Context: an optimization exercise on an open-source flow, tuned for small area and a short achievable clock period. The choices shown serve that exercise and are no tape-out recipe.
RTL that was checked went through simulation tests only; none was proved equivalent to the original.
No activity file was given, so power comes from the tool's default toggle rates.

// proc
module proc (
  imem_addr, dmem_addr, dmem_wdata, dmem_re, dmem_we, halt_out,
  clk, rst, imem_data, dmem_rdata
  );
Size in the first run: ~1600 cells after synthesis, ~85 I/O pins, about 0.016 mm² of cells after synthesis.
export LEC_CHECK = 0
export CAP_MARGIN = 20
export CORE_MARGIN = 2
export CORE_UTILIZATION = 55
export SETUP_SLACK_MARGIN = 5
export SLEW_MARGIN = 20
export SYNTH_HIERARCHICAL = 1
create_clock -name core_clock -period 9.0 [get_ports {clk}]
standard.sh (not shown) runs the stock make flow with config.mk's settings and CLKGATE_MAP_FILE= SYNTH_SCRIPT=/design/flow/synth_recipe.tcl, a recipe that flattens the netlist after the stock synthesis.
==> flow/flow/run.sh <==
#!/bin/bash
# The standard ORFS layout (the standard.sh) with changes to how it sizes
# cells only: the port buffers that the standard flow inserts use the smallest
# buffer (buf_1), and clock tree synthesis uses clkbuf_8 clusters of at most
# 20 sinks and no dummy loads. Everything else is the standard flow.
set -euo pipefail
export BUFFER_PORTS_ARGS="-buffer_cell sky130_fd_sc_hd__buf_1"
export CTS_ARGS="-sink_clustering_enable -repair_clock_nets -sink_clustering_size 20 -sink_clustering_max_diameter 50 -buf_list sky130_fd_sc_hd__clkbuf_8 -dont_use_dummy_load"
bash standard.sh > standard_flow.log 2>&1
Then changed:
--- a/flow/design.v
+++ b/flow/design.v
@@ -106,30 +106,19 @@
   wire ys_rd2 = ~st_go & ~fa_ld & ~fa_ex & ~fa_mem;
   wire [15:0] x_sel, y_sel;
   sel6 XS(.s({xs_res, xs_wbv, xs_rd1, xs_rd2, xs_pc, xs_imm}),
           .d0(d_imm), .d1(pc_d), .d2(rd_2), .d3(rd_1), .d4(wbv), .d5(res), .q(x_sel));
   sel4 YS(.s({ys_res, ys_wbv, ys_rd1, ys_rd2}),
           .d0(rd_2), .d1(rd_1), .d2(wbv), .d3(res), .q(y_sel));
-  wire [15:0] pc2;
-  wire [15:1] pc_c;
-  assign pc_c[1] = 1'b1;
-  genvar q;
-  generate for (q = 1; q < 16; q = q + 1) begin : PCINC
-    assign pc2[q] = pc[q] ^ pc_c[q];
-    if (q < 15) begin : C
-      assign pc_c[q + 1] = pc[q] & pc_c[q];
-    end
-  end endgenerate
-  assign pc2[0] = pc[0];
+  wire [15:0] pc2 = pc + 16'd2;
   wire [15:0] pc_d_nx = stall ? pc : pc2;
-  wire [15:0] pc_nx;
-  sel3 PCN(.s({~rst & ~stall & redir_m, ~rst & ~stall & ~redir_m, ~rst & stall}),
-           .d0(pc), .d1(pc2), .d2(wdata_m), .q(pc_nx));
   assign imem_addr = pc;
   always @(posedge clk) begin
-    pc <= pc_nx;
+    pc <= ({16{~rst & ~stall &  redir_m}} & wdata_m) |
+          ({16{~rst & ~stall & ~redir_m}} & pc2) |
+          ({16{~rst &  stall}} & pc);
     ir_d[15:11] <= rst ? 5'b00001 : imem_data[15:11];    
     ir_d[10:0]  <= imem_data[10:0];
     pc_d <= pc_d_nx;
   end
   always @(posedge clk) begin
     x_e    <= x_sel;
@@ -194,17 +183,19 @@
                ({16{r_imm_e}}  & x) |
                ({16{r_btr_e}}  & btr) |
                ({16{r_set_e}}  & {15'b0, set_bit}) |
                ({16{r_sh_e}}   & sh_res);
   wire yz = (y == 16'h0000);
   wire cond = opl_e[1] ? (opl_e[0] ? ~y[15] : y[15]) : (opl_e[0] ? ~yz : yz);
-  wire [7:0]  t_offh = (jr_e | (br_e & cond)) ? {8{imm[7]}} : {{5{rs_e[2]}}, rs_e};
-  wire [15:0] t_sum  = x + {t_offh, imm[7:0]};
+  wire [8:0]  t_lo   = {1'b0, x[7:0]} + {1'b0, imm[7:0]};
+  wire [7:0]  t_hi8  = x[15:8] + {8{imm[7]}} + {7'b0, t_lo[8]};
+  wire [7:0]  t_hi11 = x[15:8] + {{5{rs_e[2]}}, rs_e} + {7'b0, t_lo[8]};
+  wire [7:0]  t_hi   = (jr_e | (br_e & cond)) ? t_hi8 : t_hi11;
   always @(posedge clk) begin
     alu_m   <= res;
-    wdata_m <= (br_e | jmp_e) ? t_sum : y;
+    wdata_m <= (br_e | jmp_e) ? {t_hi, t_lo[7:0]} : y;
     wreg_m  <= wreg_e;
     if (rst) begin
       regw_m <= 1'b0; re_m <= 1'b0; we_m <= 1'b0; redir_m <= 1'b0; halt_m <= 1'b0;
     end else begin
       regw_m  <= regw_e;
       re_m    <= memr_e & ~memw_e;
@@ -220,13 +211,13 @@
   assign halt_out   = halt_m;
   assign wbv = re_m ? dmem_rdata : alu_m;
   wire jl_next = (imem_data[15:12] == 4'b0011);
   wire w_pc  = ~rst & jl_next;
   wire w_rd  = ~rst & ~jl_next & re_m;
   wire w_alu = ~rst & ~jl_next & ~re_m;
-  sel3 WD(.s({w_pc, w_rd, w_alu}), .d0(alu_m), .d1(dmem_rdata), .d2(pc_d_nx), .q(wd));
+  assign wd = ({16{w_pc}} & pc_d_nx) | ({16{w_rd}} & dmem_rdata) | ({16{w_alu}} & alu_m);
 endmodule
 module sel8(s, d0, d1, d2, d3, d4, d5, d6, d7, q);
   input  [7:0]  s;
   input  [15:0] d0, d1, d2, d3, d4, d5, d6, d7;
   output [15:0] q;
   assign q = ({16{s[0]}} & d0) | ({16{s[1]}} & d1) | ({16{s[2]}} & d2) | ({16{s[3]}} & d3) |
@@ -242,12 +233,6 @@
 module sel4(s, d0, d1, d2, d3, q);
   input  [3:0]  s;
   input  [15:0] d0, d1, d2, d3;
   output [15:0] q;
   assign q = ({16{s[0]}} & d0) | ({16{s[1]}} & d1) | ({16{s[2]}} & d2) | ({16{s[3]}} & d3);
 endmodule
-module sel3(s, d0, d1, d2, q);
-  input  [2:0]  s;
-  input  [15:0] d0, d1, d2;
-  output [15:0] q;
-  assign q = ({16{s[0]}} & d0) | ({16{s[1]}} & d1) | ({16{s[2]}} & d2);
-endmodule
What happened:
- count of clock-buffer cells in the layout goes up by 3
- clock skew grows by 0.033 ns
- total power climbs by a few percent
- sequential power stays flat
- die area rises by a few percent
- global-route usage is higher by 0.61 points
- via count increases by a few percent
- cell area came out higher by a few percent
- core utilization goes up by 0.34 points
- setup slack degrades by 0.023 ns

---

v6:
Starting RTL as in the previous note.
clock: 9.0 ns
lec_check: 0
cap_margin: 20
core_margin: 2
core_utilization: 62
setup_slack_margin: 5
slew_margin: 20
synth_hierarchical: 1
Scripts as last shown in full above: flow/flow/run.sh
--- input diff v6..v7 ---
-- flow/design.v --
<<< v6, line 84
  sel8 RD2(.s(oh2), .d0(rf[0]), .d1(rf[1]), .d2(rf[2]), .d3(rf[3]),
           .d4(rf[4]), .d5(rf[5]), .d6(rf[6]), .d7(rf[7]), .q(rd_2));
  wire [15:0] res, wbv;
  wire fa_ld  = memr_e & regw_e & (d_rsf == rs_e);
  wire fa_ex  = regw_e & d_rsv & (fs == wreg_e);
>>> v7, line 84
  sel8 RD2(.s(oh2), .d0(rf[0]), .d1(rf[1]), .d2(rf[2]), .d3(rf[3]),
           .d4(rf[4]), .d5(rf[5]), .d6(rf[6]), .d7(rf[7]), .q(rd_2));
  wire [15:0] res;
  wire fa_ld  = memr_e & regw_e & (d_rsf == rs_e);
  wire fa_ex  = regw_e & d_rsv & (fs == wreg_e);
<<< v6, line 90
  wire fb_ex  = regw_e & d_rtv & (d_rt == wreg_e);
  wire fb_mem = regw_m & d_rtv & (d_rt == wreg_m);
  wire [15:0] x_n = fb_ex ? res : fb_mem ? wbv : rd_1;
  wire d_pcb = d_br | (op == 5'b00100) | (op == 5'b00110);    
  wire d_ximm = d_bimm | d_r_lbi;
>>> v7, line 90
  wire fb_ex  = regw_e & d_rtv & (d_rt == wreg_e);
  wire fb_mem = regw_m & d_rtv & (d_rt == wreg_m);
  wire d_pcb = d_br | (op == 5'b00100) | (op == 5'b00110);    
  wire d_ximm = d_bimm | d_r_lbi;
<<< v6, line 106
  wire ys_rd2 = ~st_go & ~fa_ld & ~fa_ex & ~fa_mem;
  wire [15:0] x_sel, y_sel;
  sel6 XS(.s({xs_res, xs_wbv, xs_rd1, xs_rd2, xs_pc, xs_imm}),
          .d0(d_imm), .d1(pc_d), .d2(rd_2), .d3(rd_1), .d4(wbv), .d5(res), .q(x_sel));
  sel4 YS(.s({ys_res, ys_wbv, ys_rd1, ys_rd2}),
          .d0(rd_2), .d1(rd_1), .d2(wbv), .d3(res), .q(y_sel));
  wire [15:0] pc2;
  wire [15:1] pc_c;
>>> v7, line 105
  wire ys_rd2 = ~st_go & ~fa_ld & ~fa_ex & ~fa_mem;
  wire [15:0] x_sel, y_sel;
  wire [3:0] wbv4 = re_m ? dmem_rdata[3:0] : alu_m[3:0];
  wire [3:0] x_n4 = fb_ex ? res[3:0] : fb_mem ? wbv4 : rd_1[3:0];
  sel7 XS(.s({xs_res, xs_wbv & re_m, xs_wbv & ~re_m, xs_rd1, xs_rd2, xs_pc, xs_imm}),
          .d0(d_imm), .d1(pc_d), .d2(rd_2), .d3(rd_1), .d4(alu_m), .d5(dmem_rdata), .d6(res), .q(x_sel));
  sel5 YS(.s({ys_res, ys_wbv & re_m, ys_wbv & ~re_m, ys_rd1, ys_rd2}),
          .d0(rd_2), .d1(rd_1), .d2(alu_m), .d3(dmem_rdata), .d4(res), .q(y_sel));
  wire [15:0] pc2;
  wire [15:1] pc_c;
<<< v6, line 144
    r_imm_e <= d_r_slbi | d_r_lbi; r_btr_e <= d_r_btr; r_set_e <= d_r_set; r_sh_e <= d_r_sh;
    shop_e  <= d_shop;
    shamt_e <= d_r_slbi ? 4'd8 : d_bimm ? ir_d[3:0] : x_n[3:0];
    wreg_e <= d_wreg;
    if (rst) begin
>>> v7, line 145
    r_imm_e <= d_r_slbi | d_r_lbi; r_btr_e <= d_r_btr; r_set_e <= d_r_set; r_sh_e <= d_r_sh;
    shop_e  <= d_shop;
    shamt_e <= d_r_slbi ? 4'd8 : d_bimm ? ir_d[3:0] : x_n4;
    wreg_e <= d_wreg;
    if (rst) begin
<<< v6, line 219
  assign dmem_we    = we_m & ~rst;
  assign halt_out   = halt_m;
  assign wbv = re_m ? dmem_rdata : alu_m;
  wire jl_next = (imem_data[15:12] == 4'b0011);
  wire w_pc  = ~rst & jl_next;
>>> v7, line 220
  assign dmem_we    = we_m & ~rst;
  assign halt_out   = halt_m;
  wire jl_next = (imem_data[15:12] == 4'b0011);
  wire w_pc  = ~rst & jl_next;
<<< v6, line 232
  assign q = ({16{s[0]}} & d0) | ({16{s[1]}} & d1) | ({16{s[2]}} & d2) | ({16{s[3]}} & d3) |
             ({16{s[4]}} & d4) | ({16{s[5]}} & d5) | ({16{s[6]}} & d6) | ({16{s[7]}} & d7);
endmodule
module sel6(s, d0, d1, d2, d3, d4, d5, q);
>>> v7, line 232
  assign q = ({16{s[0]}} & d0) | ({16{s[1]}} & d1) | ({16{s[2]}} & d2) | ({16{s[3]}} & d3) |
             ({16{s[4]}} & d4) | ({16{s[5]}} & d5) | ({16{s[6]}} & d6) | ({16{s[7]}} & d7);
endmodule
module sel7(s, d0, d1, d2, d3, d4, d5, d6, q);
  input  [6:0]  s;
  input  [15:0] d0, d1, d2, d3, d4, d5, d6;
  output [15:0] q;
  assign q = ({16{s[0]}} & d0) | ({16{s[1]}} & d1) | ({16{s[2]}} & d2) | ({16{s[3]}} & d3) |
             ({16{s[4]}} & d4) | ({16{s[5]}} & d5) | ({16{s[6]}} & d6);
endmodule
module sel5(s, d0, d1, d2, d3, d4, q);
  input  [4:0]  s;
  input  [15:0] d0, d1, d2, d3, d4;
  output [15:0] q;
  assign q = ({16{s[0]}} & d0) | ({16{s[1]}} & d1) | ({16{s[2]}} & d2) | ({16{s[3]}} & d3) |
             ({16{s[4]}} & d4);
endmodule
module sel6(s, d0, d1, d2, d3, d4, d5, q);
## What came out
v7 vs v6 — synthesis-to-layout area growth rose 1.6 points.
Looking at v6 and v7, the cell area after technology mapping is a wash.
On sequential share of power, v6 tracks v7 almost exactly.
On layout net count: between v6 and v7, it ends up lower for v6.
Of v6 and v7, the run reporting the lower hold slack was v7.
The number of DRC violations after detailed-routing iteration 0 in v7 was higher than what v6 gave.
Utilization in v7 vs v6: up 0.95 points
The switching power reported for v7 is greater than that of v6 by 0.000060 W.
Between v7 and v6, it is v7 whose wire length reported by the detailed router is higher, by 4.5%.
Detailed-route wire length on metal 1: v6 and v7 compared, higher one is v7
Looking at the reports, v7 completed the entire flow and the layout it produced met the timing, DRC and antenna checks.
Function not checked in v7: the RTL went through the layout flow alone.

[what the ideal ports hide]
The flow's constraints put no driver on any port. The routed layouts listed below were extracted and timed again, unchanged, in two steps. Step 1 (the two cells are an assumption about what drives the block):
set clk [get_ports {clk}]
set_driving_cell -lib_cell sky130_fd_sc_hd__clkbuf_16 $clk
set_driving_cell -lib_cell sky130_fd_sc_hd__buf_2 [delete_from_list [all_inputs] $clk]
Step 2 adds t to the input delays and takes it off the output delays; t is the mean of the earliest and latest rising clock arrival at the registers after step 1. Input paths then give back, and output paths get back, about the clock's delay inside the block. a / b / c = ideal ports / drivers / drivers and shift; a / b = the first two.
run	t (ns)	slack for setup (ns)	clock arrival spread, ns	worst slew at a driven data input, ns	pins driven straight from the clock port
the first run of note 1	0.601	4.963 / 4.924 / 4.924	0.083 / 0.083	0.05	1
the second run of note 1	0.627	4.940 / 4.890 / 4.890	0.129 / 0.130	0.06	1
v6	0.607	4.975 / 4.943 / 4.943	0.110 / 0.110	0.04	1
v7	0.623	4.973 / 4.935 / 4.873	0.080 / 0.079	0.05	1
After both steps every run listed still meets setup and hold. For v7, which loses most, drivers alone change the setup slack by -0.038 ns; drivers and shift together by -0.100 ns.
